What follows belongs to an exercise in optimizing a design on an open flow for small area and a short achievable clock period; a production flow would make more cautious choices.
Where RTL was checked, it was by simulation tests only, not by an equivalence proof against the original.
Function not checked in run 5: the RTL went through the layout flow alone.

## flow/design.v (module list and top-level ports; edited modules follow where they fit)
// module f_front: 14 lines
// module f_align: 9 lines
// module f_lzc: 12 lines
// module f_count: 16 lines
// module f_norm: 20 lines
// module fadd1: 29 lines
// module fadd2: 35 lines
// module dly: 22 lines
// module fmulc: 42 lines
// module csa_m1: 270 lines
// module csa_m2: 224 lines
// module csa_m3: 306 lines
// module csa_m4: 332 lines
// module dct_core: 69 lines
module dct_core (
    input                clk,
    input                rst_n,
    input                start,
    input signed [255:0] a1,
    output               done,
    output       [255:0] final_output
);
  // ...
==> flow/flow/run.sh <==
#!/bin/bash
# Standard ORFS flow (the standard.sh, standard synthesis) with two
# changes to how the layout is made: the ports are buffered with buf_4
# instead of the default pick, the core is 60% utilised, and timing repair aims at a 3.7 ns period
# (setup margin 6.3 ns against the 10 ns clock). Constraints are unchanged.
set -e
bash standard.sh BUFFER_PORTS_ARGS="-buffer_cell sky130_fd_sc_hd__buf_4" \
    SETUP_SLACK_MARGIN=6.3 CORE_UTILIZATION=60 PLACE_DENSITY=0.72 finish > flow.log 2>&1
==> flow/standard.sh <==
#!/bin/bash
# synth_recipe.tcl (not shown) runs the flow's synth.tcl, then flattens the netlist and writes it again
# the make line also repeats each setting of config.mk as NAME=value (left out here)
make -C /OpenROAD-flow-scripts/flow DESIGN_CONFIG=/design/flow/config.mk WORK_HOME=/design/flow/orfs CLKGATE_MAP_FILE= SYNTH_SCRIPT=/design/flow/synth_recipe.tcl "${@:-finish}"
==> flow/config.mk <==
export PLATFORM = sky130hd
export DESIGN_NAME = dct_core
export DESIGN_NICKNAME = dct_core
export VERILOG_FILES = /design/flow/design.v
export SDC_FILE = /design/flow/constraint.sdc
export NUM_CORES = 8
export LEC_CHECK = 0
export CAP_MARGIN = 20
export CORE_MARGIN = 2
export CORE_UTILIZATION = 40
export SLEW_MARGIN = 40
==> flow/constraint.sdc <==
create_clock -name core_clock -period 10.0 [get_ports {clk}]
set_input_delay 2.0000 -clock core_clock [delete_from_list [all_inputs] [get_ports {clk}]]
set_output_delay 2.0000 -clock core_clock [all_outputs]
set_load 0.01 [all_outputs]
==> summary.txt, run 1 <==
CP max stage cell fa_2; actual slew at the worst max-slew pin 0.996 ns; syn_nets 41800; met2 usage 0.543; type of the most critical hold path register to register; WHS approximately 0.25 ns; Largest regs dl_d.g_regs.s.r (640), dl_e.g_regs.s.r (384), dl_b7.g_regs.s.r (320); multi-input combinational area share 0.515; # clk buffers ~860; hpwl dp ~780000 µm; post-synth top area cell dfxtp_1; DR WL met2 ~470000 µm; first-pass GRT wire length roughly 1500000 µm; worst path required time 11.06 ns; crit-path leading delay family compound AO/OA/AOI/OAI gates; Post-DRT Antenna Nets 0; Top Metal Used met5; Max Cap Violations 0; outcome no timing/DRC/antenna violations; met1 Resource Use GR 0.406; clk_skew 0.0970 ns; non-filler cells, final between 40000 and 50000; Yosys top cell area share 0.383; met3 WL slightly above 50000 µm; Final nets ~42000; vias post-DR around 270k; clock root cell clkbuf_16; Stages on worst setup path 16; Post-CTS Resized 570; main combinational cell family by area after synthesis compound AO/OA/AOI/OAI gates
==> run 2: changes to the inputs <==
==> flow/flow/run.sh (replaced) <==
#!/bin/bash
# Standard ORFS flow (the standard.sh, standard synthesis) with two
# changes to how the layout is made: the ports are buffered with buf_4
# instead of the default pick, and timing repair aims at a 3.7 ns period
# (setup margin 6.3 ns against the 10 ns clock). Constraints are unchanged.
set -e
bash standard.sh BUFFER_PORTS_ARGS="-buffer_cell sky130_fd_sc_hd__buf_4" \
    SETUP_SLACK_MARGIN=6.3 finish > flow.log 2>&1
==> run 2 against run 1 <==
Effect of this change:
- routed wire length rose by 0.39%
- critical endpoint is now u_b07.c1.g_regs.s[0].r[5]
- fmax rose by 0.39%
- utilization fell by 22 points
- non-clock buffer count fell by 43
- worst hold slack improved by 0.0040 ns
- first-iteration DRC count fell by 13%
- critical path type unchanged
==> summary.txt, run 2 <==
outcome no timing/DRC/antenna violations; Reg with most FFs dl_d.g_regs.s.r; Post-DRT Antenna Nets 0 (unchanged); CTS max path bufs 4; TritonCTS buffer count a little over 700; GP Congestion ~0.93; Synth top cells by count 6682 x dfxtp_1, 3577 x nor2_1, 2897 x inv_1; element type at the critical path start input port; clock root cell clkbuf_16; first-pass GRT wire length 1540000 µm (+1.2%); Residual DRC 0; final hold violation count 0; WS Path Type input port to register; Chip Height 938 µm; Clock transition at path regs roughly 0.06 ns; unrepaired setup endpoints after global routing yes; clock latency (worst-skew pair) roughly 1.2 ns; total grt overflow 0; crit path max fanout 11; Post-Syn Area 349000 µm²; Arrival @ worst endpoint 4.71 ns; Crit. End Element register; P&R area growth vs syn 13.5%; fraction of layout cells with a size suffix above 1 0.124; 1st-iter DRT viols roughly 18000; most frequent cells in the layout 6248 x dfxtp_1, 3549 x nor2_1, 2845 x nand2_1; initial antenna violation count 31; PortBufs 515; most common cell after layout, fill and taps aside dfxtp_1; final WL about 1000000 µm; Placed Cells slightly below 50000; Fmax between 200 and 300 MHz; hpwl dp 787000 µm (+1.4%); Max-slew headroom 0.333; Core Region around 870000 µm²; top_reg_cell synth dfxtp_1; router iterations before antenna repair 7; type of the most critical hold path register to register; vias in the first global route 259000; vias per inst roughly 5.3; post-synth top area cell dfxtp_1; Final nets 41600 (-0.0024%); Yosys warnings 16; distinct cell type count after synthesis 94; max-slew violations 0; Largest regs dl_d.g_regs.s.r (640), dl_e.g_regs.s.r (384), dl_b7.g_regs.s.r (320); Yosys top cell area share 0.383 (unchanged); worst path required time 11.00 ns (-0.06 ns); Tmin final 3.71 ns; Ports approximately 520; #FFs+latches synth 6682; crit share post-route 0.371; row cnt around 340; max FFs per register 640; top cells by area, synth dfxtp_1 38%, ha_1 9.4%, mux2i_1 4.4%, fa_1 3.9%, nor2_1 3.8%; cell count after synthesis approximately 38000; count of final setup violators 0; register area share after synthesis 0.383; actual slew at the worst max-slew pin 0.995 ns (-0.000727 ns); Max Cap Violations 0 (unchanged); hold_buf cts 0; overall fraction of global-route tracks in use 0.217; Routed WL per cell ~20 µm; number of synthesized flops with an enable pin 0; average size of a mapped cell between 9 and 10 µm²; CTS tree yes; clk sinks ~6700; Initial Util 0.401; vias post-DR 267000 (-1.9%); largest net degree at the start of global routing 95; setup TNS 0 ns; die width 938 µm; most common cell in the netlist dfxtp_1; clk_skew 0.0883 ns (-0.00869 ns); die area 880000 µm²; non-filler cells, final 50200 (+8.2%); syn_nets 41800 (unchanged); H-Tree Depth 6; Async S/R FF share, synth 0
==> run 2: cell counts after synthesis <==
No cell type changed its count.
==> run 2: kinds of logic after synthesis <==
logic type / after synthesis / share of synthesized area
fa+ha+maj: 3306 / 0.133
xor+xnor: 1787 / 0.0449
simple gates: 9937 / 0.129
flops: 6682 / 0.383
buf+inv: 4933 / 0.0535
mux: 2768 / 0.0997
compound gates: 8822 / 0.156
==> run 2: per-stage QoR <==
| step | setup WS [ns] | util | hold WS [ns] | cell area [µm²] |
|---|---|---|---|---|
| 6_report | 6.29 | 0.455 | 0.250 | 396000 |
| 5_1_grt | 6.19 | 0.455 | 0.236 | 396000 |
| 4_1_cts | 6.16 | 0.451 | 0.229 | 392000 |
| 3_5_place_dp | 4.06 | 0.417 | 0.312 | 363000 |
| 3_3_place_gp | 4.09 | 0.417 | 0.310 | 363000 |
| 2_1_floorplan | 5.58 | - | 0.310 | 350000 |
==> run 2: area by class of cell <==
cell class,count,area (µm²)
Antenna cell,5,12.5
Clock buffer,904,19600
Clock inverter,395,5790
Fill cell,82900,475000
Inverter,2969,11400
Multi-Input combinational cell,26600,200000
Sequential cell,6682,134000
Tap cell,11600,14500
Timing Repair Buffer,1049,9880
Timing Repair inverter,17,85.1
==> run 2: worst max-delay path, stage by stage <==
cell and delay, ns:
buf_4 0.13, inv_12 0.03, ha_4 0.26, nor2b_1 0.13, o21a_1 0.12, o21a_1 0.11, o21ai_1 0.07, a211o_1 0.32
a31oi_4 0.24, nor3_4 0.08, o31ai_4 0.31, buf_6 0.21, mux2_4 0.33, o21ai_1 0.14, a21oi_1 0.09, xnor2_1 0.13
==> run 2: final timing paths <==
path,cells past startpoint,end,slack [ns],from
max,16,u_b07.c1.g_regs.s[0].r[5],6.29,a1[1]
min,0,dl_e.g_regs.s[1].r[42],0.25,dl_e.g_regs.s[0].r[42]
max reg2reg,12,u_b46.c4.g_regs.s[0].r[2],6.35,u_b46.c3.g_regs.s[0].r[2]
min reg2reg,0,dl_e.g_regs.s[1].r[42],0.25,dl_e.g_regs.s[0].r[42]
==> run 2: layer usage <==
metal | up-vias | global-route usage | wire (µm)
li1 | 132000 | - | -
met1 | 127000 | 0.289 | 452000
met2 | 6530 | 0.353 | 451000
met3 | 1637 | 0.0219 | 41900
met4 | 6 | 0.108 | 58200
met5 | - | 0 | 41
==> run 2: what timing repair did <==
item	in CTS	in global routing
setup endpoints to repair	1785	961
gates cloned	33	20
pin swaps	38	115
gates resized for setup	916	577
buffers inserted	83	137
==> run 3: changes to the inputs <==
==> flow/flow/run.sh (replaced) <==
#!/bin/bash
# Standard ORFS flow (the standard.sh, standard synthesis) with two
# changes to how the layout is made: the ports are buffered with buf_4
# instead of the default pick, the core is 60% utilised, and timing repair aims at a 3.3 ns period
# (setup margin 6.7 ns against the 10 ns clock). Constraints are unchanged.
set -e
bash standard.sh BUFFER_PORTS_ARGS="-buffer_cell sky130_fd_sc_hd__buf_4" \
    SETUP_SLACK_MARGIN=6.7 CORE_UTILIZATION=60 PLACE_DENSITY=0.72 finish > flow.log 2>&1
==> run 3 against run 2 <==
Effect of this change:
- synthesized area is the same
- fmax fell by 3.3%
- global-route usage is 11 points higher
- register-to-register slack is essentially flat
- non-clock buffer count is 777 higher
- first-iteration DRC count rose by 24%
- critical endpoint is now u_b46.c1.g_regs.s[0].r[5]
- largest cell class unchanged
==> summary.txt, run 3 <==
outcome no timing/DRC/antenna violations; Hold Path Cell Cnt 0 (unchanged); most common cell in the netlist dfxtp_1; Clock transition at path regs 0.06 ns (about the same); Yosys warnings 16 (unchanged); clk_skew 0.0850 ns (-0.00340 ns); top_reg_cell synth dfxtp_1; most frequent cells in the layout 5983 x dfxtp_1, 3516 x nor2_1, 2758 x nand2_1; cell count after synthesis 38200 (unchanged); most common cell after layout, fill and taps aside dfxtp_1; register area share after synthesis 0.383 (unchanged); hpwl dp 760000 µm (-3.4%); hold_buf cts 0 (unchanged); clk sinks 6682 (unchanged); Async S/R FF share, synth 0 (unchanged); TritonCTS buffer count 672 (-4.7%); WL met1 418000 µm (-7.4%); non-filler cells, final 47200 (-6.0%); final hold violation count 0 (unchanged); setup TNS 0 ns (unchanged); Chip Height 767 µm (-18%); Max-slew headroom 0.355 (+0.0228); first-pass GRT wire length 1550000 µm (+1.2%); PortBufs 515 (unchanged); vias per inst 5.91 (+11%); Crit. End Element register; CTS tree yes; Synth top cells by count 6682 x dfxtp_1, 3577 x nor2_1, 2897 x inv_1; GP Congestion 0.992 (+6.7%); #FFs+latches synth 6682 (unchanged); Largest regs dl_d.g_regs.s.r (640), dl_e.g_regs.s.r (384), dl_b7.g_regs.s.r (320); Arrival @ worst endpoint 4.84 ns (+0.13 ns); CP cell instances buf_4 > inv_1 > ha_1 > a21oi_1 > nor2b_1 > o21ai_0 > o41ai_1 > o31a_1 > o31ai_4 > buf_12 > mux2_4 > o21ai_2 > a21oi_2 > xnor2_1; Reg with most FFs dl_d.g_regs.s.r; router iterations before antenna repair 8 (+1); number of synthesized flops with an enable pin 0 (unchanged); vias in the first global route 268000 (+3.3%); 1st-iter DRT viols 22700 (+24%); R2R setup slack 6.34 ns (about the same); element type at the critical path start input port; DR WL met2 486000 µm (+7.7%); worst path required time 11.01 ns (about the same); met3 WL 56800 µm (+36%); H-Tree Depth 6 (unchanged); Routed WL per cell 21.9 µm (+9.6%); hold path start dl_b7.g_regs.s[7].r[20]; distinct cell type count after synthesis 94 (unchanged); total grt overflow 0 (unchanged); max-slew violations 0 (unchanged); Core Region 581000 µm² (-33%); final WL 1030000 µm (+3.0%); crit-path leading delay family compound AO/OA/AOI/OAI gates; Ports 516 (unchanged); Fmax 261 MHz (-3.3%); R2R cell count 15 (+3); CTS max path bufs 4 (unchanged); Post-Syn Area 349000 µm² (unchanged); row cnt 280 (-18%); type of the most critical hold path register to register; average size of a mapped cell 9.13 µm² (unchanged); CP max stage cell o31a_1; reg2reg start u_e7.k1.g_regs.s[0].r[69]; WS Path Type input port to register; die width 767 µm (-18%); FF-to-FF End u_e7.k3.g_regs.s[0].r[20]; Placed Cells 44800 (-7.8%); clock root cell clkbuf_16; Worst Path Buf+Inv 3 (unchanged); hold path endpoint dl_b7.g_regs.s[8].r[20]; initial antenna violation count 43 (+39%); max FFs per register 640 (unchanged); WHS 0.266 ns (+0.0160 ns); unrepaired setup endpoints after global routing yes; die area 588000 µm² (-33%); top cells by area, synth dfxtp_1 38%, ha_1 9.4%, mux2i_1 4.4%, fa_1 3.9%, nor2_1 3.8%; Top Metal Used met5; crit share post-route 0.383 (+0.0126); Post-DRT Antenna Nets 0 (unchanged); Yosys top cell area share 0.383 (unchanged); overall fraction of global-route tracks in use 0.331 (+0.113); actual slew at the worst max-slew pin 0.954 ns (-0.0407 ns); crit path max fanout 4 (-7); P&R area growth vs syn 16.5%; count of final setup violators 0 (unchanged); Residual DRC 0 (unchanged); Max Cap Violations 0 (unchanged); clock latency (worst-skew pair) 1.18 ns (about the same); post-synth top area cell dfxtp_1; Tmin final 3.83 ns (+0.126 ns); syn_nets 41800 (unchanged); vias post-DR 279000 (+4.4%); Initial Util 0.601 (+0.200); CP max stage delay 0.40 ns (+0.07 ns); post-layout util 0.700 (+0.246); fraction of layout cells with a size suffix above 1 0.172 (+0.0479); Final nets 42400 (+1.8%); largest net degree at the start of global routing 81 (-15%)
==> run 3: worst max-delay path by stage <==
stage,from,endpoint,slack (ns),cells after the start
after floorplan,a1[119],u_b52.c1.g_regs.s[0].r[5],5.58,16
after global placement,a1[33],u_b13.c1.g_regs.s[0].r[5],3.98,16
after detailed placement,a1[119],u_b52.c1.g_regs.s[0].r[48],4.31,14
after CTS,dl_d.g_regs.s[9].r[31],final_output[127],6.24,1
after global routing,a1[76],u_b46.c1.g_regs.s[0].r[5],6.15,14
final,a1[76],u_b46.c1.g_regs.s[0].r[5],6.17,14
==> run 3: cell families after synthesis <==
kind of cell,Yosys count,synth area share
XOR/XNOR,1787,0.0449
AND/OR/NAND/NOR,9937,0.129
buffers and inverters,4933,0.0535
multiplexers,2768,0.0997
adder cells (fa/ha/maj),3306,0.133
AO/OA/AOI/OAI,8822,0.156
flip-flops,6682,0.383
==> run 3: worst register-to-register path, stage by stage, from the launching register on <==
cell       delay (ns)
dfxtp_1          0.32
ha_1             0.30
nand4_1          0.13
a21oi_2          0.34
nor3_4           0.10
a2111oi_4        0.54
o21ai_4          0.14
a31oi_4          0.25
o41ai_4          0.12
buf_4            0.15
buf_4            0.13
o21a_1           0.17
a211o_1          0.30
nor2_2           0.15
a211oi_2         0.06
a311oi_2         0.35
==> run 3: metal layers <==
metal / track usage / vias to the layer above
li1: - / 134000
met4: 0.195 / 12
met3: 0.0394 / 2511
met2: 0.556 / 9584
met5: 0 / -
met1: 0.410 / 133000
==> run 3: final cells by class <==
| class | instances | area (µm²) |
|---|---|---|
| clock inverter | 368 | 5120 |
| timing repair buffer | 1826 | 19800 |
| antenna | 41 | 103 |
| sequential | 6682 | 135000 |
| clock buffer | 870 | 18700 |
| tap | 7755 | 9700 |
| inverter | 2969 | 11600 |
| multi-input combinational | 26700 | 206000 |
| fill | 44300 | 174000 |
| timing repair inverter | 15 | 77.6 |
==> run 3: timing repair <==
item                       4_1_cts  5_1_grt
gates resized for setup       2098     1470
setup buffers                  420      464
pin swaps                      299      537
setup endpoints to repair     2459     1723
cloned                         151       51
==> run 3: stage by stage <==
stage,instance area [µm²],setup WS [ns]
finish,407000,6.17
global route,406000,6.15
CTS,396000,6.24
detailed placement,358000,4.31
global placement,358000,3.98
floorplan,350000,5.58
==> run 4: changes to the inputs <==
==> flow/flow/run.sh (replaced) <==
#!/bin/bash
set -e
bash standard.sh BUFFER_PORTS_ARGS="-buffer_cell sky130_fd_sc_hd__buf_4" \
    SETUP_SLACK_MARGIN=6.4 finish > flow.log 2>&1
--- a/flow/config.mk
+++ b/flow/config.mk
@@ -6,6 +6,10 @@
 export NUM_CORES = 8
 export LEC_CHECK = 0
+export ABC_AREA = 1
 export CAP_MARGIN = 20
 export CORE_MARGIN = 2
-export CORE_UTILIZATION = 40
+export CORE_UTILIZATION = 60
+export CTS_CLUSTER_DIAMETER = 70
+export CTS_CLUSTER_SIZE = 30
+export PLACE_DENSITY = 0.72
 export SLEW_MARGIN = 40
==> run 4 against run 3 <==
Effect of this change:
- still clean on timing, DRC and antenna
- synthesized area is 2.5% higher
- sequential share of layout area is 1.6 points higher
- fmax is 6.6% higher
- count of clock-buffer cells in the layout is 447 lower
- die area is 2.5% higher
- worst setup slack better by 0.24 ns
- critical path type is now register to output port
==> summary.txt, run 4 <==
first-pass GRT wire length 1640000 µm (+5.8%); Hold Path Cell Cnt 0 (unchanged); Initial Util 0.602 (+0.00138); R2R cell count 8 (-7); area of the multi-input gates 196000 µm² (-4.9%); CP max stage cell dfxtp_4; Post-Synth Adder-Cell Area 0.130 (-0.00328); Max-slew headroom 0.275 (-0.0802); router iterations before antenna repair 13 (+5); setup TNS 0 ns (unchanged); register area share after synthesis 0.374 (-0.00944); Final nets 50400 (+19%); Synth Area in Simple Gates 0.204 (+0.0745); top_reg_cell synth dfxtp_1; Ports 516 (unchanged); crit share post-route 0.360 (-0.0237); Seq. cell area 134000 µm² (-0.47%); vias per inst 5.67 (-4.0%); main combinational cell family by area after synthesis simple AND/OR/NAND/NOR gates; mux contribution to synthesized area 0.00882 (-0.0909); row cnt 283 (+1.1%); final WL 1080000 µm (+4.4%); #FFs+latches synth 6682 (unchanged); crit path max fanout 1 (-3); crit-path leading delay family flip-flops; P&R area growth vs syn 7.87%; XOR/XNOR Fraction of Synth Area 0.0369 (-0.00798); Crit. End Element output port; distinct cell type count after synthesis 100 (+6.4%); Post-Syn Area 358000 µm² (+2.5%); number of synthesized flops with an enable pin 0 (unchanged); GP Congestion 1.04 (+4.7%); outcome no timing/DRC/antenna violations; most frequent cells in the layout 10200 x nand2_1, 6324 x dfxtp_1, 5354 x inv_1; Residual DRC 0 (unchanged); Worst Path Buf+Inv 1 (-2); TritonCTS buffer count 404 (-40%); post-synth top area cell dfxtp_1; Routed WL per cell 19.6 µm (-11%); average size of a mapped cell 7.54 µm² (-17%); unrepaired setup endpoints after global routing yes; total grt overflow 0 (unchanged); Async S/R FF share, synth 0 (unchanged); Reg with most FFs dl_d.g_regs.s.r; placement-stage worst setup slack 4.92 ns (+0.607 ns); Max Cap Violations 0 (unchanged); most common cell in the netlist nand2_1; CTS tree yes; Yosys warnings 16 (unchanged); Yosys top cell area share 0.374 (-0.00944); syn_nets 51000 (+22%); fraction of layout cells with a size suffix above 1 0.0626 (-0.110); element type at the critical path start register; actual slew at the worst max-slew pin 1.08 ns (+0.121 ns); die width 776 µm (+1.2%); max FFs per register 640 (unchanged); vias in the first global route 294000 (+9.7%); clock root cell clkbuf_16; Fillers 51600 (+16%); clk sinks 6682 (unchanged); Core Region 594000 µm² (+2.3%); Arrival @ worst endpoint 1.60 ns (-3.24 ns); WS Path Type register to output port; worst path required time 8.00 ns (-3.01 ns); most common cell after layout, fill and taps aside nand2_1; Largest regs dl_d.g_regs.s.r (640), dl_e.g_regs.s.r (384), dl_b7.g_regs.s.r (320); Synth top cells by count 10300 x nand2_1, 6682 x dfxtp_1, 5448 x inv_1; Stages on worst setup path 1 (-13); largest net degree at the start of global routing 121 (+49%); PortBufs 515 (unchanged); Compound-Gate Fraction of Synth Area 0.163 (+0.00736); initial antenna violation count 72 (+67%); 1st-iter DRT viols 27000 (+19%); H-Tree Depth 5 (-1); final hold violation count 0 (unchanged); top cells by area, synth dfxtp_1 37%, nand2_1 11%, ha_1 9.2%, o21ai_0 6.1%, inv_1 5.7%; clk_skew 0.0661 ns (-0.0189 ns); die area 602000 µm² (+2.5%); setup ws final 6.40 ns (+0.237 ns); CP cell instances buf_6; hpwl dp 856000 µm (+13%); Fmax 278 MHz (+6.6%); clock latency (worst-skew pair) 1.11 ns (-0.07 ns); Tmin final 3.60 ns (-0.237 ns); count of final setup violators 0 (unchanged); max-slew violations 0 (unchanged); Post-DRT Antenna Nets 0 (unchanged); Chip Height 776 µm (+1.2%); vias post-DR 313000 (+12%); type of the most critical hold path register to register; CTS max path bufs 4 (unchanged); CP max stage delay 0.38 ns (-0.02 ns); overall fraction of global-route tracks in use 0.340 (+0.00935); Clock transition at path regs 0.10 ns (+0.04 ns); cell count after synthesis 47500 (+24%)
run 4: repair_timing:
item	4_1_cts	5_1_grt
cloned	29	34
setup buffers	18	118
gates resized for setup	617	281
setup endpoints to repair	1307	1269
hold buffers	0	0
pin swaps	11	27
run 4: per-stage QoR:
step | utilization | instance area (µm²) | hold WS, ns | cells
final | 0.650 | 386000 | 0.305 | 55100
after global routing | 0.650 | 386000 | 0.301 | 55100
after CTS | 0.646 | 383000 | 0.284 | 54800
after detailed placement | 0.616 | 366000 | 0.312 | 54100
after global placement | 0.615 | 365000 | 0.310 | 54100
after floorplan | - | 359000 | 0.310 | 47500
run 4: final timing paths:
path | slack, ns | end | from
max | 6.40 | final_output[81] | u_y53.c4.g_regs.s[0].r[49]
min | 0.30 | dl_e.g_regs.s[1].r[83] | dl_e.g_regs.s[0].r[83]
max reg2reg | 6.41 | u_c5.c1.g_regs.s[0].r[36] | u_b13.c4.g_regs.s[0].r[28]
min reg2reg | 0.30 | dl_e.g_regs.s[1].r[83] | dl_e.g_regs.s[0].r[83]
run 4: area by class of cell:
| cell class | instances | share of cell area |
|---|---|---|
| Multi-Input combinational cell | 33200 | 0.509 |
| Sequential cell | 6682 | 0.348 |
| Inverter | 5631 | 0.0558 |
| Clock buffer | 423 | 0.0268 |
| Tap cell | 7837 | 0.0254 |
| Timing Repair Buffer | 849 | 0.0199 |
| Clock inverter | 284 | 0.0140 |
| Antenna cell | 131 | 0.000849 |
| Timing Repair inverter | 38 | 0.000512 |
run 4: routing by layer:
metal  wire, µm  up-vias  track usage
li1           -   154000            -
met1     435000   144000        0.418
met2     496000    11700        0.571
met3      71200     2828       0.0464
met4      74900       50        0.199
met5        316        -            0
run 4: logic make-up after synthesis:
kind of cell    count (synthesis)
compound gates              10300
xor+xnor                     1506
fa+ha+maj                    3306
buf+inv                      7552
flops                        6682
mux                           312
simple gates                17800
==> module f_lzc, before the edit <==
module f_lzc (
    input  [23:0] m,
    output [4:0]  k
);
    reg [4:0] c;
    integer j;
    always @* begin
        c = 5'd24;
        for (j = 0; j < 24; j = j + 1) if (m[j]) c = 23 - j;
    end
    assign k = c;
endmodule
==> module f_norm, before the edit <==
module f_norm (
    input         s,
    input  [7:0]  e,
    input  [24:0] m,
    input  [4:0]  k,
    input         z,
    output [31:0] y
);
    wire [24:0] v   = m << k;
    wire [7:0]  ep  = e + 8'd1;
    wire [7:0]  em  = e - 8'd1;
    wire [7:0]  e2  = e + 8'd2;
    wire        fp  = (e2 == {3'b0, k}) | ((e == 8'hff) & (k == 5'd0));
    wire        f0  = (ep == {3'b0, k});
    wire        fm  = (e  == {3'b0, k});
    wire [22:0] mt  = v[24] ? v[23:1] : v[23] ? v[22:0] : {v[21:0], 1'b0};
    wire [7:0]  ex  = v[24] ? ep - {3'b0, k} : v[23] ? e - {3'b0, k} : em - {3'b0, k};
    wire        fl  = z | (v[24] ? fp : v[23] ? f0 : fm);
    assign y = fl ? 32'b0 : {s, ex, mt};
endmodule
==> module fadd1, before the edit <==
module fadd1 #(parameter [3:0] C = 4'b1111) (
    input         clk,
    input  [31:0] a,
    input  [31:0] b,
    output [31:0] y
);
    wire        comp;
    wire [63:0] q0, q1;
    f_front f (.a(a[30:0]), .b(b[30:0]), .comp(comp), .q(q0));
    wire        sg1, x1;
    dly #(66, C[0]) c1 (clk, {comp ? a[31] : b[31], a[31] ^ b[31], q0}, {sg1, x1, q1});
    wire [55:0] r1, r2;
    f_align al (.q(q1), .r(r1));
    wire        sg2, x2;
    dly #(58, C[1]) c2 (clk, {sg1, x1, r1[55:24], r1[23:0] ^ {24{x1}}}, {sg2, x2, r2});
    wire [23:0] ml = r2[47:24], mx = r2[23:0];
    wire [4:0]  ks, kd;
    wire        zs, zd;
    f_count ct (.ml(ml), .ms(~mx), .ks(ks), .kd(kd), .zs(zs), .zd(zd));
    wire [24:0] m = {1'b0, ml} + {x2, mx} + {24'b0, x2};
    wire [24:0] m3;
    wire [7:0]  e3;
    wire [4:0]  k3;
    wire        sg3, z3;
    dly #(40, C[2]) c3 (clk, {sg2, r2[55:48], m, x2 ? kd : ks, x2 ? zd : zs}, {sg3, e3, m3, k3, z3});
    wire [31:0] y0;
    f_norm n (.s(sg3), .e(e3), .m(m3), .k(k3), .z(z3), .y(y0));
    dly #(32, C[3]) c4 (clk, y0, y);
endmodule
==> module fadd2, before the edit <==
module fadd2 #(parameter [3:0] C = 4'b1111) (
    input         clk,
    input  [31:0] a,
    input  [31:0] b,
    output [31:0] ya,
    output [31:0] ys
);
    wire        comp;
    wire [63:0] q0, q1;
    f_front f (.a(a[30:0]), .b(b[30:0]), .comp(comp), .q(q0));
    wire        sa1, ss1, x1;
    dly #(67, C[0]) c1 (clk, {comp ? a[31] : b[31], comp ? a[31] : ~b[31], a[31] ^ b[31], q0},
                             {sa1, ss1, x1, q1});
    wire [55:0] r1, r2;
    f_align al (.q(q1), .r(r1));
    wire        sa2, ss2, x2;
    dly #(59, C[1]) c2 (clk, {sa1, ss1, x1, r1}, {sa2, ss2, x2, r2});
    wire [23:0] ml = r2[47:24], ms = r2[23:0];
    wire [4:0]  ks, kd;
    wire        zs, zd;
    f_count ct (.ml(ml), .ms(ms), .ks(ks), .kd(kd), .zs(zs), .zd(zd));
    wire [24:0] mp = {1'b0, ml} + {1'b0, ms};
    wire [24:0] mm = {1'b0, ml} - {1'b0, ms};
    wire [24:0] ma3, ms3;
    wire [7:0]  e3;
    wire [4:0]  ka3, ks3;
    wire        sa3, ss3, za3, zs3;
    dly #(72, C[2]) c3 (clk, {sa2, ss2, r2[55:48], x2 ? mm : mp, x2 ? mp : mm,
                              x2 ? kd : ks, x2 ? ks : kd, x2 ? zd : zs, x2 ? zs : zd},
                             {sa3, ss3, e3, ma3, ms3, ka3, ks3, za3, zs3});
    wire [31:0] ya0, ys0;
    f_norm na (.s(sa3), .e(e3), .m(ma3), .k(ka3), .z(za3), .y(ya0));
    f_norm ns (.s(ss3), .e(e3), .m(ms3), .k(ks3), .z(zs3), .y(ys0));
    dly #(64, C[3]) c4 (clk, {ya0, ys0}, {ya, ys});
endmodule
==> module dct_core, before the edit <==
module dct_core (
    input                clk,
    input                rst_n,
    input                start,
    input signed [255:0] a1,
    output               done,
    output       [255:0] final_output
);
localparam [3:0] CF = 4'b1111;
localparam [3:0] CA = 4'b1111;
localparam [2:0] CM = 3'b101;
function integer ones(input [3:0] c);
    ones = c[0] + c[1] + c[2] + c[3];
endfunction
localparam LF = ones(CF);
localparam LA = ones(CA);
localparam LM = ones({1'b0, CM});
localparam T1 = LF;           
localparam T2 = T1 + LA;      
localparam T3 = T2 + LA;      
localparam T4 = T3 + LM;      
localparam T5 = T4 + LA;      
localparam T6 = T5 + LA;      
localparam NEG = 32'h80000000;
wire [31:0] x0 = a1[255:224], x1 = a1[223:192], x2 = a1[191:160], x3 = a1[159:128];
wire [31:0] x4 = a1[127:96],  x5 = a1[95:64],   x6 = a1[63:32],   x7 = a1[31:0];
wire [31:0] b0, b1, b2, b3, b4, b5, b6, b7;
fadd2 #(CF) u_b07 (clk, x0, x7, b0, b7);
fadd2 #(CF) u_b13 (clk, x1, x6, b1, b3);
fadd2 #(CF) u_b46 (clk, x2, x5, b4, b6);
fadd2 #(CF) u_b52 (clk, x3, x4, b5, b2);
wire [31:0] c0, c1, c2, c3, c4, c5, c6;
fadd2 #(CA) u_c04 (clk, b0, b5, c0, c4);
fadd2 #(CA) u_c31 (clk, b1, b4, c3, c1);
fadd1 #(CA) u_c2  (clk, b2, b6, c2);
fadd1 #(CA) u_c5  (clk, b3, b7, c5);
fadd1 #(CA) u_c6  (clk, b3, b6, c6);
wire [31:0] d0, d1, d3, d4;
fadd2 #(CA) u_d01 (clk, c0, c3, d0, d1);
fadd1 #(CA) u_d3  (clk, c1, c4, d3);
fadd1 #(CA) u_d4  (clk, c2, c5 ^ NEG, d4);
wire [31:0] e2, e3, e4, e6, e7, e2i, e3i, e4i;
fmulc #(24'h8a8c15, 8'd126, 24'hec82f0, 0, CM) u_e2 (clk, c2, e2i);
fmulc #(24'hb50481, 8'd126, 24'hb50566, 0, CM) u_e3 (clk, c6, e3i);
fmulc #(24'ha73b64, 8'd127, 24'hc3f181, 2, CM) u_e4 (clk, c5, e4i);
fmulc #(24'hb50481, 8'd126, 24'hb50566, 0, CM) u_e6 (clk, d3, e6);
fmulc #(24'hc3f141, 8'd125, 24'ha73b9b, 0, CM) u_e7 (clk, d4, e7);
dly #(96, T4 - T2 - LM) dl_e (clk, {e2i, e3i, e4i}, {e2, e3, e4});
wire [31:0] b7d, c4d;
dly #(32, T4 - T1) dl_b7 (clk, b7, b7d);
dly #(32, T4 - T2) dl_c4 (clk, c4, c4d);
wire [31:0] f2, f3, f4, f5, f6, f7;
fadd2 #(CA) u_f23 (clk, c4d, e6, f2, f3);
fadd2 #(CA) u_f45 (clk, b7d, e3, f4, f5);
fadd1 #(CA) u_f6  (clk, e2, e7, f6);
fadd1 #(CA) u_f7  (clk, e4, e7, f7);
wire [31:0] y0, y1, y2, y3, y4, y5, y6, y7;
fadd2 #(CA) u_y17 (clk, f4, f7, y1, y7);
fadd2 #(CA) u_y53 (clk, f5, f6, y5, y3);
dly #(64, T6 - T3) dl_d (clk, {d0, d1}, {y0, y4});
dly #(64, T6 - T5) dl_f (clk, {f2, f3}, {y2, y6});
assign final_output = {y0, y1, y2, y3, y4, y5, y6, y7};
reg [T6-1:0] vld;
always @(posedge clk) begin
    if (rst_n) vld <= {T6{1'b0}};
    else       vld <= {vld[T6-2:0], start};
end
assign done = vld[T6-1];
endmodule
==> run 5: changes to the inputs <==
--- a/flow/design.v
+++ b/flow/design.v
@@ -13,12 +13,21 @@
     assign q = {l[30:23], |l[30:23], l[22:0], hs, s, comp ? dab : dba};
 endmodule
-module f_align (
+module f_align1 (
     input  [63:0] q,
-    output [55:0] r
+    input         x,
+    output [56:0] r
 );
     wire [7:0]  d  = q[7:0];
     wire [23:0] ms = q[31:8];
-    wire [23:0] sh = (|d[7:5]) ? 24'b0 : (ms >> d[4:0]);
-    assign r = {q[63:32], sh};
+    wire [23:0] s1 = (|d[7:5] | (&d[4:3])) ? 24'b0 : (ms >> {d[4:1], 1'b0});
+    assign r = {q[63:32], s1 ^ {24{x}}, d[0]};
+endmodule
+module f_align2 (
+    input  [56:0] q,
+    input         x,
+    output [55:0] r
+);
+    wire [23:0] s1 = q[24:1];
+    assign r = {q[56:25], q[0] ? {x, s1[23:1]} : s1};
 endmodule
 module f_lzc (
@@ -26,27 +35,36 @@
     output [4:0]  k
 );
-    reg [4:0] c;
-    integer j;
-    always @* begin
-        c = 5'd24;
-        for (j = 0; j < 24; j = j + 1) if (m[j]) c = 23 - j;
+    wire [31:0] x = {m, 8'b0};
+    genvar i;
+    wire [15:0] z1, p1;
+    for (i = 0; i < 16; i = i + 1) begin : l1
+        assign z1[i] = ~(x[2*i+1] | x[2*i]);
+        assign p1[i] = ~x[2*i+1];
+    end
+    wire [7:0] z2; wire [15:0] p2;
+    for (i = 0; i < 8; i = i + 1) begin : l2
+        assign z2[i] = z1[2*i+1] & z1[2*i];
+        assign p2[2*i+1:2*i] = z1[2*i+1] ? {1'b1, p1[2*i]} : {1'b0, p1[2*i+1]};
+    end
+    wire [3:0] z3; wire [11:0] p3;
+    for (i = 0; i < 4; i = i + 1) begin : l3
+        assign z3[i] = z2[2*i+1] & z2[2*i];
+        assign p3[3*i+2:3*i] = z2[2*i+1] ? {1'b1, p2[4*i+1:4*i]} : {1'b0, p2[4*i+3:4*i+2]};
+    end
+    wire [1:0] z4; wire [7:0] p4;
+    for (i = 0; i < 2; i = i + 1) begin : l4
+        assign z4[i] = z3[2*i+1] & z3[2*i];
+        assign p4[4*i+3:4*i] = z3[2*i+1] ? {1'b1, p3[6*i+2:6*i]} : {1'b0, p3[6*i+5:6*i+3]};
     end
-    assign k = c;
+    assign k = z4[1] ? {1'b1, p4[3:0]} : {1'b0, p4[7:4]};
 endmodule
-module f_count (
-    input  [23:0] ml,
-    input  [23:0] ms,
-    output [4:0]  ks,
-    output [4:0]  kd,
-    output        zs,
-    output        zd
+module f_esub (
+    input  [7:0] e,
+    input  [4:0] k,
+    output [7:0] d
 );
-    wire [23:0] t = ml ^ ms;
-    wire [23:0] n = ~ml & ms;
-    wire [23:0] f = t & ~{n[22:0], 1'b0};
-    f_lzc cs (.m(ml), .k(ks));
-    f_lzc cd (.m(f),  .k(kd));
-    assign zs = ~|ml;
-    assign zd = ~|t;
+    wire [5:0] lo  = {1'b1, e[4:0]} - {1'b0, k};
+    wire [2:0] hi1 = e[7:5] - 3'd1;
+    assign d = {lo[5] ? e[7:5] : hi1, lo[4:0]};
 endmodule
 module f_norm (
@@ -54,21 +72,17 @@
     input  [7:0]  e,
     input  [24:0] m,
-    input  [4:0]  k,
-    input         z,
     output [31:0] y
 );
-    wire [24:0] v   = m << k;
-    wire [7:0]  ep  = e + 8'd1;
-    wire [7:0]  em  = e - 8'd1;
-    wire [7:0]  e2  = e + 8'd2;
-    wire        fp  = (e2 == {3'b0, k}) | ((e == 8'hff) & (k == 5'd0));
-    wire        f0  = (ep == {3'b0, k});
-    wire        fm  = (e  == {3'b0, k});
-    wire [22:0] mt  = v[24] ? v[23:1] : v[23] ? v[22:0] : {v[21:0], 1'b0};
-    wire [7:0]  ex  = v[24] ? ep - {3'b0, k} : v[23] ? e - {3'b0, k} : em - {3'b0, k};
-    wire        fl  = z | (v[24] ? fp : v[23] ? f0 : fm);
-    assign y = fl ? 32'b0 : {s, ex, mt};
+    wire [4:0]  k;
+    f_lzc z (.m(m[23:0]), .k(k));
+    wire [23:0] ms   = m[23:0] << k;
+    wire [7:0]  en;
+    f_esub xn (.e(e), .k(k), .d(en));
+    wire [7:0]  e1   = e + 8'd1;
+    wire        zero = ~|m[23:0];
+    wire        fl   = m[24] ? (e[7:1] == 7'h7f) : (zero | (e1 == {3'b0, k}));
+    assign y = fl ? 32'b0 : m[24] ? {s, e1, m[23:1]} : {s, en, ms[22:0]};
 endmodule
-module fadd1 #(parameter [3:0] C = 4'b1111) (
+module fadd1 #(parameter [2:0] C = 3'b111) (
     input         clk,
     input  [31:0] a,
@@ -77,27 +91,23 @@
 );
     wire        comp;
-    wire [63:0] q0, q1;
+    wire [63:0] q0;
+    wire [56:0] r0, r1;
     f_front f (.a(a[30:0]), .b(b[30:0]), .comp(comp), .q(q0));
+    wire        x0 = a[31] ^ b[31];
+    f_align1 a1 (.q(q0), .x(x0), .r(r0));
     wire        sg1, x1;
-    dly #(66, C[0]) c1 (clk, {comp ? a[31] : b[31], a[31] ^ b[31], q0}, {sg1, x1, q1});
-    wire [55:0] r1, r2;
-    f_align al (.q(q1), .r(r1));
-    wire        sg2, x2;
-    dly #(58, C[1]) c2 (clk, {sg1, x1, r1[55:24], r1[23:0] ^ {24{x1}}}, {sg2, x2, r2});
-    wire [23:0] ml = r2[47:24], mx = r2[23:0];
-    wire [4:0]  ks, kd;
-    wire        zs, zd;
-    f_count ct (.ml(ml), .ms(~mx), .ks(ks), .kd(kd), .zs(zs), .zd(zd));
-    wire [24:0] m = {1'b0, ml} + {x2, mx} + {24'b0, x2};
-    wire [24:0] m3;
-    wire [7:0]  e3;
-    wire [4:0]  k3;
-    wire        sg3, z3;
-    dly #(40, C[2]) c3 (clk, {sg2, r2[55:48], m, x2 ? kd : ks, x2 ? zd : zs}, {sg3, e3, m3, k3, z3});
+    dly #(59, C[0]) c1 (clk, {comp ? a[31] : b[31], x0, r0}, {sg1, x1, r1});
+    wire [55:0] t1;
+    f_align2 a2 (.q(r1), .x(x1), .r(t1));
+    wire [24:0] m = {1'b0, t1[47:24]} + {x1, t1[23:0]} + {24'b0, x1};
+    wire [24:0] m2;
+    wire [7:0]  e2;
+    wire        sg2;
+    dly #(34, C[1]) c2 (clk, {sg1, t1[55:48], m}, {sg2, e2, m2});
     wire [31:0] y0;
-    f_norm n (.s(sg3), .e(e3), .m(m3), .k(k3), .z(z3), .y(y0));
-    dly #(32, C[3]) c4 (clk, y0, y);
+    f_norm n (.s(sg2), .e(e2), .m(m2), .y(y0));
+    dly #(32, C[2]) c3 (clk, y0, y);
 endmodule
-module fadd2 #(parameter [3:0] C = 4'b1111) (
+module fadd2 #(parameter [2:0] C = 3'b111) (
     input         clk,
     input  [31:0] a,
@@ -107,30 +117,25 @@
 );
     wire        comp;
-    wire [63:0] q0, q1;
+    wire [63:0] q0;
+    wire [56:0] r0, r1;
     f_front f (.a(a[30:0]), .b(b[30:0]), .comp(comp), .q(q0));
+    f_align1 a1 (.q(q0), .x(1'b0), .r(r0));
     wire        sa1, ss1, x1;
-    dly #(67, C[0]) c1 (clk, {comp ? a[31] : b[31], comp ? a[31] : ~b[31], a[31] ^ b[31], q0},
-                             {sa1, ss1, x1, q1});
-    wire [55:0] r1, r2;
-    f_align al (.q(q1), .r(r1));
-    wire        sa2, ss2, x2;
-    dly #(59, C[1]) c2 (clk, {sa1, ss1, x1, r1}, {sa2, ss2, x2, r2});
-    wire [23:0] ml = r2[47:24], ms = r2[23:0];
-    wire [4:0]  ks, kd;
-    wire        zs, zd;
-    f_count ct (.ml(ml), .ms(ms), .ks(ks), .kd(kd), .zs(zs), .zd(zd));
+    dly #(60, C[0]) c1 (clk, {comp ? a[31] : b[31], comp ? a[31] : ~b[31], a[31] ^ b[31], r0},
+                             {sa1, ss1, x1, r1});
+    wire [55:0] t1;
+    f_align2 a2 (.q(r1), .x(1'b0), .r(t1));
+    wire [23:0] ml = t1[47:24], ms = t1[23:0];
     wire [24:0] mp = {1'b0, ml} + {1'b0, ms};
     wire [24:0] mm = {1'b0, ml} - {1'b0, ms};
-    wire [24:0] ma3, ms3;
-    wire [7:0]  e3;
-    wire [4:0]  ka3, ks3;
-    wire        sa3, ss3, za3, zs3;
-    dly #(72, C[2]) c3 (clk, {sa2, ss2, r2[55:48], x2 ? mm : mp, x2 ? mp : mm,
-                              x2 ? kd : ks, x2 ? ks : kd, x2 ? zd : zs, x2 ? zs : zd},
-                             {sa3, ss3, e3, ma3, ms3, ka3, ks3, za3, zs3});
+    wire [24:0] ma2, ms2;
+    wire [7:0]  e2;
+    wire        sa2, ss2;
+    dly #(60, C[1]) c2 (clk, {sa1, ss1, t1[55:48], x1 ? mm : mp, x1 ? mp : mm},
+                             {sa2, ss2, e2, ma2, ms2});
     wire [31:0] ya0, ys0;
-    f_norm na (.s(sa3), .e(e3), .m(ma3), .k(ka3), .z(za3), .y(ya0));
-    f_norm ns (.s(ss3), .e(e3), .m(ms3), .k(ks3), .z(zs3), .y(ys0));
-    dly #(64, C[3]) c4 (clk, {ya0, ys0}, {ya, ys});
+    f_norm na (.s(sa2), .e(e2), .m(ma2), .y(ya0));
+    f_norm ns (.s(ss2), .e(e2), .m(ms2), .y(ys0));
+    dly #(64, C[2]) c3 (clk, {ya0, ys0}, {ya, ys});
 endmodule
 module dly #(parameter W = 32, parameter N = 1) (
@@ -1338,13 +1343,13 @@
     output       [255:0] final_output
 );
-localparam [3:0] CF = 4'b1111;
-localparam [3:0] CA = 4'b1111;
+localparam [2:0] CF = 3'b111;
+localparam [2:0] CA = 3'b111;
 localparam [2:0] CM = 3'b101;
-function integer ones(input [3:0] c);
-    ones = c[0] + c[1] + c[2] + c[3];
+function integer ones(input [2:0] c);
+    ones = c[0] + c[1] + c[2];
 endfunction
 localparam LF = ones(CF);
 localparam LA = ones(CA);
-localparam LM = ones({1'b0, CM});
+localparam LM = ones(CM);
 localparam T1 = LF;           
 localparam T2 = T1 + LA;      
==> run 5 against run 4 <==
Effect of this change:
- register-to-register slack improved by 0.03 ns
- routed wire length decreased by 9.6%
- clock skew increased by 0.0067 ns
==> summary.txt, run 5 <==
unrepaired setup endpoints after global routing yes; total grt overflow 0 (unchanged); overall fraction of global-route tracks in use 0.373 (+0.0334); outcome no timing/DRC/antenna violations; number of synthesized flops with an enable pin 0 (unchanged); CTS tree yes; Placed Cells 47100 (-13%); Worst Setup SP a1[92]; top_reg_cell synth dfxtp_1; vias post-DR 282000 (-9.8%); setup TNS 0 ns (unchanged); TritonCTS buffer count 317 (-22%); crit path max fanout 7 (+6); hpwl dp 751000 µm (-12%); R2R cell count 21 (+13); hold_buf cts 0 (unchanged); Arrival @ worst endpoint 4.61 ns (+3.01 ns); cell count after synthesis 41600 (-12%); cell repeated most along the worst path nand2_1; vias in the first global route 259000 (-12%); non-filler cells, final 48300 (-12%); Largest regs dl_d.g_regs.s.r (512), dl_e.g_regs.s.r (288), dl_b7.g_regs.s.r (256); top cells by area, synth dfxtp_1 34%, nand2_1 14%, ha_1 8.4%, o21ai_0 6.5%, inv_1 6.0%; Synth top cells by count 11200 x nand2_1, 4938 x dfxtp_1, 4642 x inv_1; 1st-iter DRT viols 31800 (+18%); Post-Syn Area 293000 µm² (-18%); WHS 0.292 ns (-0.0129 ns); Chip Height 702 µm (-9.5%); area of the multi-input gates 175000 µm² (-11%); post-layout util 0.667 (+0.0170); Max Cap Violations 0 (unchanged); CP max stage delay 0.26 ns (-0.12 ns); clk sinks 4938 (-26%); Residual DRC 0 (unchanged); router iterations before antenna repair 10 (-3); crit share post-route 0.370 (+0.0102); #FFs+latches synth 4938 (-26%); die width 702 µm (-9.5%); count of final setup violators 0 (unchanged); Crit. End Element register; Post-DRT Antenna Nets 0 (unchanged); Initial Util 0.602 (about the same); reg2reg start u_b46.c3.g_regs.s[0].r[20]; row cnt 256 (-9.5%); final WL 975000 µm (-9.6%); type of the most critical hold path register to register; average size of a mapped cell 7.04 µm² (-6.6%); Reg with most FFs dl_d.g_regs.s.r; WS Path Type input port to register; initial antenna violation count 58 (-19%); final hold violation count 0 (unchanged); clock root cell clkbuf_16; Seq. cell area 99100 µm² (-26%); most frequent cells in the layout 11000 x nand2_1, 4793 x dfxtp_1, 4525 x inv_1; CTS max path bufs 4 (unchanged); element type at the critical path start input port; Yosys warnings 12 (-4); CP max stage cell ha_4; Fillers 42500 (-18%); fraction of layout cells with a size suffix above 1 0.0915 (+0.0289); post-synth top area cell dfxtp_1; largest net degree at the start of global routing 81 (-33%); Routed WL per cell 20.2 µm (+3.1%); Clock transition at path regs 0.10 ns (about the same); P&R area growth vs syn 10.8%; die area 493000 µm² (-18%); max FFs per register 512 (-20%); most common cell in the netlist nand2_1; PortBufs 515 (unchanged); Ports 516 (unchanged); Max-slew headroom 0.239 (-0.0363); Core Region 486000 µm² (-18%); Final nets 44400 (-12%); worst path required time 10.91 ns (+2.91 ns); first-pass GRT wire length 1470000 µm (-11%); FF-to-FF End u_c6.c1.g_regs.s[0].r[7]; Async S/R FF share, synth 0 (unchanged); GP Congestion 1.05 (+0.94%); H-Tree Depth 5 (unchanged); R2R setup slack 6.44 ns (+0.03 ns); CP cell instances buf_6 > inv_12 > ha_4 > a21oi_4 > nor2_1 > nor2_1 > nand3_2 > a21oi_4 > nand3_4 > buf_16 > buf_8 > buf_4 > o21ai_2 > nand2_1 > nand2_1 > nand2_1 > nand3_1 > nand3_1 > nand2_1 > inv_1; most common cell after layout, fill and taps aside nand2_1; clk_skew 0.0728 ns (+0.00673 ns); register area share after synthesis 0.338 (-0.0360); clock latency (worst-skew pair) 1.06 ns (-0.05 ns); max-slew violations 0 (unchanged); Fmax 270 MHz (-2.8%); vias per inst 5.84 (+2.9%); Tmin final 3.70 ns (+0.102 ns); syn_nets 44400 (-13%); actual slew at the worst max-slew pin 1.13 ns (+0.0539 ns); Yosys top cell area share 0.338 (-0.0360); Setup crit end u_b46.c1.g_regs.s[0].r[7]; distinct cell type count after synthesis 80 (-20%)
## run 5: changes by cell type in the layout (fill, tap and decap cells not counted), moves of 397 or more
cell	change
a21oi_1	-758
buf_4	+487
dfxtp_1	-1531
ha_1	-761
inv_1	-829
nand2_1	+773
nand3_1	+1355
nor2_1	-1723
o21ai_0	-705
xor2_1	-397
## run 5: worst min path at each step
stage	end	cells after the start	from	slack, ns
floorplan	dl_b7.g_regs.s[1].r[0]	0	dl_b7.g_regs.s[0].r[0]	0.31
global placement	dl_f.g_regs.s[0].r[56]	0	u_f23.c3.g_regs.s[0].r[56]	0.31
detailed placement	dl_b7.g_regs.s[1].r[25]	0	dl_b7.g_regs.s[0].r[25]	0.31
CTS	dl_b7.g_regs.s[2].r[17]	0	dl_b7.g_regs.s[1].r[17]	0.28
global route	dl_b7.g_regs.s[2].r[17]	0	dl_b7.g_regs.s[1].r[17]	0.27
finish	dl_e.g_regs.s[0].r[14]	0	u_e4.k3.g_regs.s[0].r[14]	0.29
## run 5: kinds of logic after synthesis
logic type,Yosys count,share of synthesized area
simple gates,18900,0.275
compound gates,7508,0.138
buf+inv,6435,0.0878
flops,4938,0.338
fa+ha+maj,2598,0.127
xor+xnor,1061,0.0318
mux,73,0.00252
## run 5: layout make-up
cell class              count  area share
clock buffers             341      0.0259
flip-flops and latches   4938       0.306
repair buffers           1193      0.0327
inverters                4786      0.0574
clock inverters           218      0.0115
repair inverters           40    0.000919
multi-input cells       30300       0.540
well taps                6450      0.0249
diodes                     69    0.000533
## run 5: what timing repair did
item	CTS	global route
pin swaps	98	239
endpoints found under the setup margin	1696	1349
gates cloned	100	63
gates resized for setup	829	945
buffers inserted	177	285
## run 5: routing by layer
metal  vias up  GRT usage  share of wire
met2     14400      0.593           0.44
li1     135000          -              -
met5         -          0        0.00021
met1    129000      0.479           0.40
met4        30      0.233          0.074
met3      3107     0.0540          0.087
## run 5: worst max-delay path, delay by kind of cell
| family | cells | cell delay (ns) |
|---|---|---|
| fa+ha+maj | 1 | 0.26 |
| compound gates | 3 | 0.59 |
| buf+inv | 6 | 0.64 |
| simple gates | 10 | 1.10 |
## run 5: per-stage QoR
| step | area (µm²) | setup slack [ns] |
|---|---|---|
| 2_1_floorplan | 294000 | 5.83 |
| 3_3_place_gp | 299000 | 3.48 |
| 3_5_place_dp | 300000 | 3.47 |
| 4_1_cts | 317000 | 6.32 |
| 5_1_grt | 324000 | 6.27 |
| 6_report | 324000 | 6.30 |
==> run 6: changes to the inputs <==
--- a/flow/design.v
+++ b/flow/design.v
@@ -84,5 +84,5 @@
     assign y = fl ? 32'b0 : m[24] ? {s, e1, m[23:1]} : {s, en, ms[22:0]};
 endmodule
-module fadd1 #(parameter [2:0] C = 3'b111) (
+module fadd1 #(parameter [3:0] C = 4'b1110) (
     input         clk,
     input  [31:0] a,
@@ -91,23 +91,24 @@
 );
     wire        comp;
-    wire [63:0] q0;
-    wire [56:0] r0, r1;
+    wire [63:0] q0, q1;
+    wire [56:0] r1, r2;
     f_front f (.a(a[30:0]), .b(b[30:0]), .comp(comp), .q(q0));
-    wire        x0 = a[31] ^ b[31];
-    f_align1 a1 (.q(q0), .x(x0), .r(r0));
     wire        sg1, x1;
-    dly #(59, C[0]) c1 (clk, {comp ? a[31] : b[31], x0, r0}, {sg1, x1, r1});
-    wire [55:0] t1;
-    f_align2 a2 (.q(r1), .x(x1), .r(t1));
-    wire [24:0] m = {1'b0, t1[47:24]} + {x1, t1[23:0]} + {24'b0, x1};
-    wire [24:0] m2;
-    wire [7:0]  e2;
-    wire        sg2;
-    dly #(34, C[1]) c2 (clk, {sg1, t1[55:48], m}, {sg2, e2, m2});
+    dly #(66, C[0]) c0 (clk, {comp ? a[31] : b[31], a[31] ^ b[31], q0}, {sg1, x1, q1});
+    f_align1 a1 (.q(q1), .x(x1), .r(r1));
+    wire        sg2, x2;
+    dly #(59, C[1]) c1 (clk, {sg1, x1, r1}, {sg2, x2, r2});
+    wire [55:0] t2;
+    f_align2 a2 (.q(r2), .x(x2), .r(t2));
+    wire [24:0] m = {1'b0, t2[47:24]} + {x2, t2[23:0]} + {24'b0, x2};
+    wire [24:0] m3;
+    wire [7:0]  e3;
+    wire        sg3;
+    dly #(34, C[2]) c2 (clk, {sg2, t2[55:48], m}, {sg3, e3, m3});
     wire [31:0] y0;
-    f_norm n (.s(sg2), .e(e2), .m(m2), .y(y0));
-    dly #(32, C[2]) c3 (clk, y0, y);
+    f_norm n (.s(sg3), .e(e3), .m(m3), .y(y0));
+    dly #(32, C[3]) c3 (clk, y0, y);
 endmodule
-module fadd2 #(parameter [2:0] C = 3'b111) (
+module fadd2 #(parameter [3:0] C = 4'b1110) (
     input         clk,
     input  [31:0] a,
@@ -117,25 +118,27 @@
 );
     wire        comp;
-    wire [63:0] q0;
-    wire [56:0] r0, r1;
+    wire [63:0] q0, q1;
+    wire [56:0] r1, r2;
     f_front f (.a(a[30:0]), .b(b[30:0]), .comp(comp), .q(q0));
-    f_align1 a1 (.q(q0), .x(1'b0), .r(r0));
     wire        sa1, ss1, x1;
-    dly #(60, C[0]) c1 (clk, {comp ? a[31] : b[31], comp ? a[31] : ~b[31], a[31] ^ b[31], r0},
-                             {sa1, ss1, x1, r1});
-    wire [55:0] t1;
-    f_align2 a2 (.q(r1), .x(1'b0), .r(t1));
-    wire [23:0] ml = t1[47:24], ms = t1[23:0];
+    dly #(67, C[0]) c0 (clk, {comp ? a[31] : b[31], comp ? a[31] : ~b[31], a[31] ^ b[31], q0},
+                             {sa1, ss1, x1, q1});
+    f_align1 a1 (.q(q1), .x(1'b0), .r(r1));
+    wire        sa2, ss2, x2;
+    dly #(60, C[1]) c1 (clk, {sa1, ss1, x1, r1}, {sa2, ss2, x2, r2});
+    wire [55:0] t2;
+    f_align2 a2 (.q(r2), .x(1'b0), .r(t2));
+    wire [23:0] ml = t2[47:24], ms = t2[23:0];
     wire [24:0] mp = {1'b0, ml} + {1'b0, ms};
     wire [24:0] mm = {1'b0, ml} - {1'b0, ms};
-    wire [24:0] ma2, ms2;
-    wire [7:0]  e2;
-    wire        sa2, ss2;
-    dly #(60, C[1]) c2 (clk, {sa1, ss1, t1[55:48], x1 ? mm : mp, x1 ? mp : mm},
-                             {sa2, ss2, e2, ma2, ms2});
+    wire [24:0] ma3, ms3;
+    wire [7:0]  e3;
+    wire        sa3, ss3;
+    dly #(60, C[2]) c2 (clk, {sa2, ss2, t2[55:48], x2 ? mm : mp, x2 ? mp : mm},
+                             {sa3, ss3, e3, ma3, ms3});
     wire [31:0] ya0, ys0;
-    f_norm na (.s(sa2), .e(e2), .m(ma2), .y(ya0));
-    f_norm ns (.s(ss2), .e(e2), .m(ms2), .y(ys0));
-    dly #(64, C[2]) c3 (clk, {ya0, ys0}, {ya, ys});
+    f_norm na (.s(sa3), .e(e3), .m(ma3), .y(ya0));
+    f_norm ns (.s(ss3), .e(e3), .m(ms3), .y(ys0));
+    dly #(64, C[3]) c3 (clk, {ya0, ys0}, {ya, ys});
 endmodule
 module dly #(parameter W = 32, parameter N = 1) (
@@ -1343,13 +1346,13 @@
     output       [255:0] final_output
 );
-localparam [2:0] CF = 3'b111;
-localparam [2:0] CA = 3'b111;
+localparam [3:0] CF = 4'b1111;
+localparam [3:0] CA = 4'b1110;
 localparam [2:0] CM = 3'b101;
-function integer ones(input [2:0] c);
-    ones = c[0] + c[1] + c[2];
+function integer ones(input [3:0] c);
+    ones = c[0] + c[1] + c[2] + c[3];
 endfunction
 localparam LF = ones(CF);
 localparam LA = ones(CA);
-localparam LM = ones(CM);
+localparam LM = ones({1'b0, CM});
 localparam T1 = LF;           
 localparam T2 = T1 + LA;      
==> flow/flow/run.sh (replaced) <==
#!/bin/bash
set -e
bash standard.sh BUFFER_PORTS_ARGS="-buffer_cell sky130_fd_sc_hd__buf_4" \
    SETUP_SLACK_MARGIN=6.5 finish > flow.log 2>&1
==> run 6 against run 5 <==
Effect of this change:
- still clean on timing, DRC and antenna
- cell area up 1.1%
- worst setup slack better by 0.16 ns
- via count shrank 0.56%
- synthesized cell count down 0.20%
- non-clock buffer count shrank 113
==> summary.txt, run 6 <==
outcome no timing/DRC/antenna violations; Residual DRC 0 (unchanged); top cells by area, synth dfxtp_1 35%, nand2_1 14%, ha_1 8.3%, o21ai_0 6.5%, inv_1 6.0%; Yosys top cell area share 0.352 (+0.0137); FF-to-FF End u_y53.c3.g_regs.s[0].r[29]; clk_skew 0.0722 ns (-0.000555 ns); count of final setup violators 0 (unchanged); Yosys warnings 13 (+1); met2 usage 0.587 (-0.00542); hpwl dp 751000 µm (about the same); setup TNS 0 ns (unchanged); final hold violation count 0 (unchanged); first-pass GRT wire length 1470000 µm (about the same); R2R cell count 16 (-24%); Max-slew headroom 0.351 (+0.112); most common cell after layout, fill and taps aside nand2_1; post-layout util 0.665 (-0.00210); clk sinks 5207 (+5.4%); Crit. End Element output port; type of the most critical hold path register to register; placed cell area 303000 µm² (+1.3%); die area 500000 µm² (+1.3%); top_reg_cell synth dfxtp_1; overall fraction of global-route tracks in use 0.368 (-0.00488); final WL 979000 µm (+0.48%); Largest regs dl_d.g_regs.s.r (512), dl_e.g_regs.s.r (288), dl_b7.g_regs.s.r (256); CP max stage cell dfxtp_1; cell count after synthesis 41500 (-0.20%); GP Congestion 1.07 (+1.9%); crit share post-route 0.353 (-0.0164); Max Cap Violations 0 (unchanged); syn_nets 44300 (-0.19%); Routed WL per cell 20.3 µm (+0.64%); post-synth top area cell dfxtp_1; Async S/R FF share, synth 0 (unchanged); CP cell instances buf_6; total grt overflow 0 (unchanged); register area share after synthesis 0.352 (+0.0137); hold_buf cts 0 (unchanged); Hold Path Cell Cnt 0 (unchanged); 1st-iter DRT viols 32200 (+1.3%); router iterations before antenna repair 11 (+1); Core Region 493000 µm² (+1.4%); vias post-DR 280000 (-0.56%); final instance area 328000 µm² (+1.1%); initial antenna violation count 88 (+52%); most frequent cells in the layout 10600 x nand2_1, 4811 x dfxtp_1, 4606 x inv_1; gr busiest metal met2; fraction of layout cells with a size suffix above 1 0.0871 (-0.00445); clock root cell clkbuf_16; unrepaired setup endpoints after global routing yes; die width 707 µm (+0.67%); vias per inst 5.81 (-0.41%); Fillers 42700 (+0.48%); Synth top cells by count 10800 x nand2_1, 5207 x dfxtp_1, 4702 x inv_1; #FFs+latches synth 5207 (+5.4%); element type at the critical path start register; Chip Height 707 µm (+0.67%); actual slew at the worst max-slew pin 0.964 ns (-0.166 ns); Worst Path Buf+Inv 1 (-5); R2R setup slack 6.50 ns (+0.06 ns); Arrival @ worst endpoint 1.53 ns (-3.08 ns); worst path required time 8.00 ns (-2.91 ns); row cnt 258 (+0.78%); reg2reg start u_y53.c2.g_regs.s[0].r[22]; TritonCTS buffer count 329 (+3.8%); max-slew violations 0 (unchanged); Initial Util 0.602 (about the same); largest net degree at the start of global routing 113 (+40%); P&R area growth vs syn 10.5%; Reg with most FFs dl_d.g_regs.s.r; clock latency (worst-skew pair) 1.06 ns (about the same); CP max stage delay 0.36 ns (+0.10 ns); most common cell in the netlist nand2_1; Seq. cell area 105000 µm² (+5.7%); crit path max fanout 1 (-6); number of synthesized flops with an enable pin 0 (unchanged); average size of a mapped cell 7.15 µm² (+1.6%); crit-path leading delay family flip-flops; H-Tree Depth 5 (unchanged); Clock transition at path regs 0.10 ns (about the same); max FFs per register 512 (unchanged); met3 Use GR 0.0581 (+0.00405); CTS max path bufs 4 (unchanged); area of the multi-input gates 172000 µm² (-1.6%); Tmin final 3.53 ns (-0.164 ns); Ports 516 (unchanged); WHS 0.287 ns (-0.00512 ns); PortBufs 515 (unchanged); hold path endpoint dl_d.g_regs.s[4].r[50]; distinct cell type count after synthesis 88 (+10%); Final nets 44200 (-0.39%); WS Path Type register to output port; CTS tree yes; hold path start dl_d.g_regs.s[3].r[50]; Post-Syn Area 297000 µm² (+1.4%); Fmax 283 MHz (+4.7%); Post-DRT Antenna Nets 0 (unchanged); met1 Resource Use GR 0.468 (-0.0119); vias in the first global route 258000 (-0.18%)
[run 6: changes by cell type after synthesis, moves of 76 or more]
| cell | delta |
|---|---|
| o21ai_1 | +104 |
| dfxtp_1 | +269 |
| nand3_1 | -297 |
| nor2_1 | +82 |
| or2_2 | -116 |
| nand2_1 | -453 |
| clkbuf_1 | +76 |
| a21oi_1 | +110 |
[run 6: area by class of cell]
| class | instances | area share |
|---|---|---|
| multi-input combinational | 29900 | 0.526 |
| clock inverter | 237 | 0.0132 |
| sequential | 5207 | 0.320 |
| clock buffer | 345 | 0.0258 |
| tap | 6500 | 0.0248 |
| timing repair buffer | 1080 | 0.0316 |
| timing repair inverter | 31 | 0.000661 |
| inverter | 4873 | 0.0575 |
| antenna | 105 | 0.000802 |
[run 6: worst max path at each step]
stage | from | end | slack (ns) | cells past startpoint
floorplan | a1[218] | u_b13.c0.g_regs.s[0].r[7] | 6.13 | 8
global route | u_y53.c2.g_regs.s[0].r[22] | u_y53.c3.g_regs.s[0].r[29] | 6.25 | 18
detailed placement | u_c5.c3.g_regs.s[0].r[8] | u_d4.c1.g_regs.s[0].r[11] | 4.92 | 19
finish | u_y53.c3.g_regs.s[0].r[29] | final_output[157] | 6.47 | 1
global placement | u_c31.c2.g_regs.s[0].r[47] | u_c31.c3.g_regs.s[0].r[57] | 4.42 | 17
CTS | dl_d.g_regs.s[7].r[55] | final_output[247] | 6.40 | 1
[run 6: per-layer routing]
layer / vias to the layer above / part of all wire
li1: 135000 / -
met1: 128000 / 0.40
met2: 14100 / 0.44
met3: 3057 / 0.087
met4: 28 / 0.075
met5: - / 0.00019
[run 6: cells by family (layout without fill, tap and decap cells)]
kind of cell / Yosys count / in the layout / synth area share
AO/OA/AOI/OAI: 7821 / 7826 / 0.141
adder cells (fa/ha/maj): 2598 / 2598 / 0.126
multiplexers: 123 / 123 / 0.00421
XOR/XNOR: 1078 / 1078 / 0.0318
flip-flops: 5207 / 5207 / 0.352
other: 0 / 105 / 0
AND/OR/NAND/NOR: 18100 / 18200 / 0.258
buffers and inverters: 6512 / 6566 / 0.0871
[run 6: stage by stage]
stage | worst slack, ns | std cells
3_3_place_gp | 4.42 | 47000
3_5_place_dp | 4.92 | 47000
5_1_grt | 6.25 | 48200
6_report | 6.47 | 48200
4_1_cts | 6.40 | 47800
2_1_floorplan | 6.13 | 41500
[run 6: repair_timing]
item | 4_1_cts | 5_1_grt
gates cloned | 79 | 83
gates resized for setup | 1170 | 890
buffers inserted | 126 | 211
pin swaps | 82 | 170
endpoints found under the setup margin | 2050 | 1593

==> re-timing with driven ports <==
In the flow no input, the clock included, has a driving cell. The finished layouts below were timed again as built, in two steps. Step 1 (the two cells are an assumption about what drives the block):
set clk [get_ports {clk}]
set_driving_cell -lib_cell sky130_fd_sc_hd__clkbuf_16 $clk
set_driving_cell -lib_cell sky130_fd_sc_hd__buf_2 [delete_from_list [all_inputs] $clk]
Step 2 times the ports against the registers' clock, not the clock port: input delays grow and output delays shrink by t, the midpoint of the rising clock arrivals with the driver on. a / b / c = no drivers / after step 1 / after step 2; a / b = the first two.
run | t (ns) | slack for setup (ns) | cell pins on the clock port's net
run 1 | 1.287 | 6.277 / 6.180 / 5.030 | 1
run 2 | 1.292 | 6.292 / 6.146 / 5.121 | 1
run 3 | 1.263 | 6.165 / 6.198 / 5.017 | 1
run 4 | 1.224 | 6.402 / 6.241 / 5.468 | 1
run 5 | 1.158 | 6.301 / 6.301 / 5.249 | 1
run 6 | 1.172 | 6.465 / 6.322 / 5.639 | 1
After both steps setup and hold are still met in every run listed. The setup slack of run 1, which loses most, moves by -0.097 ns with the drivers and by -1.247 ns with both steps.
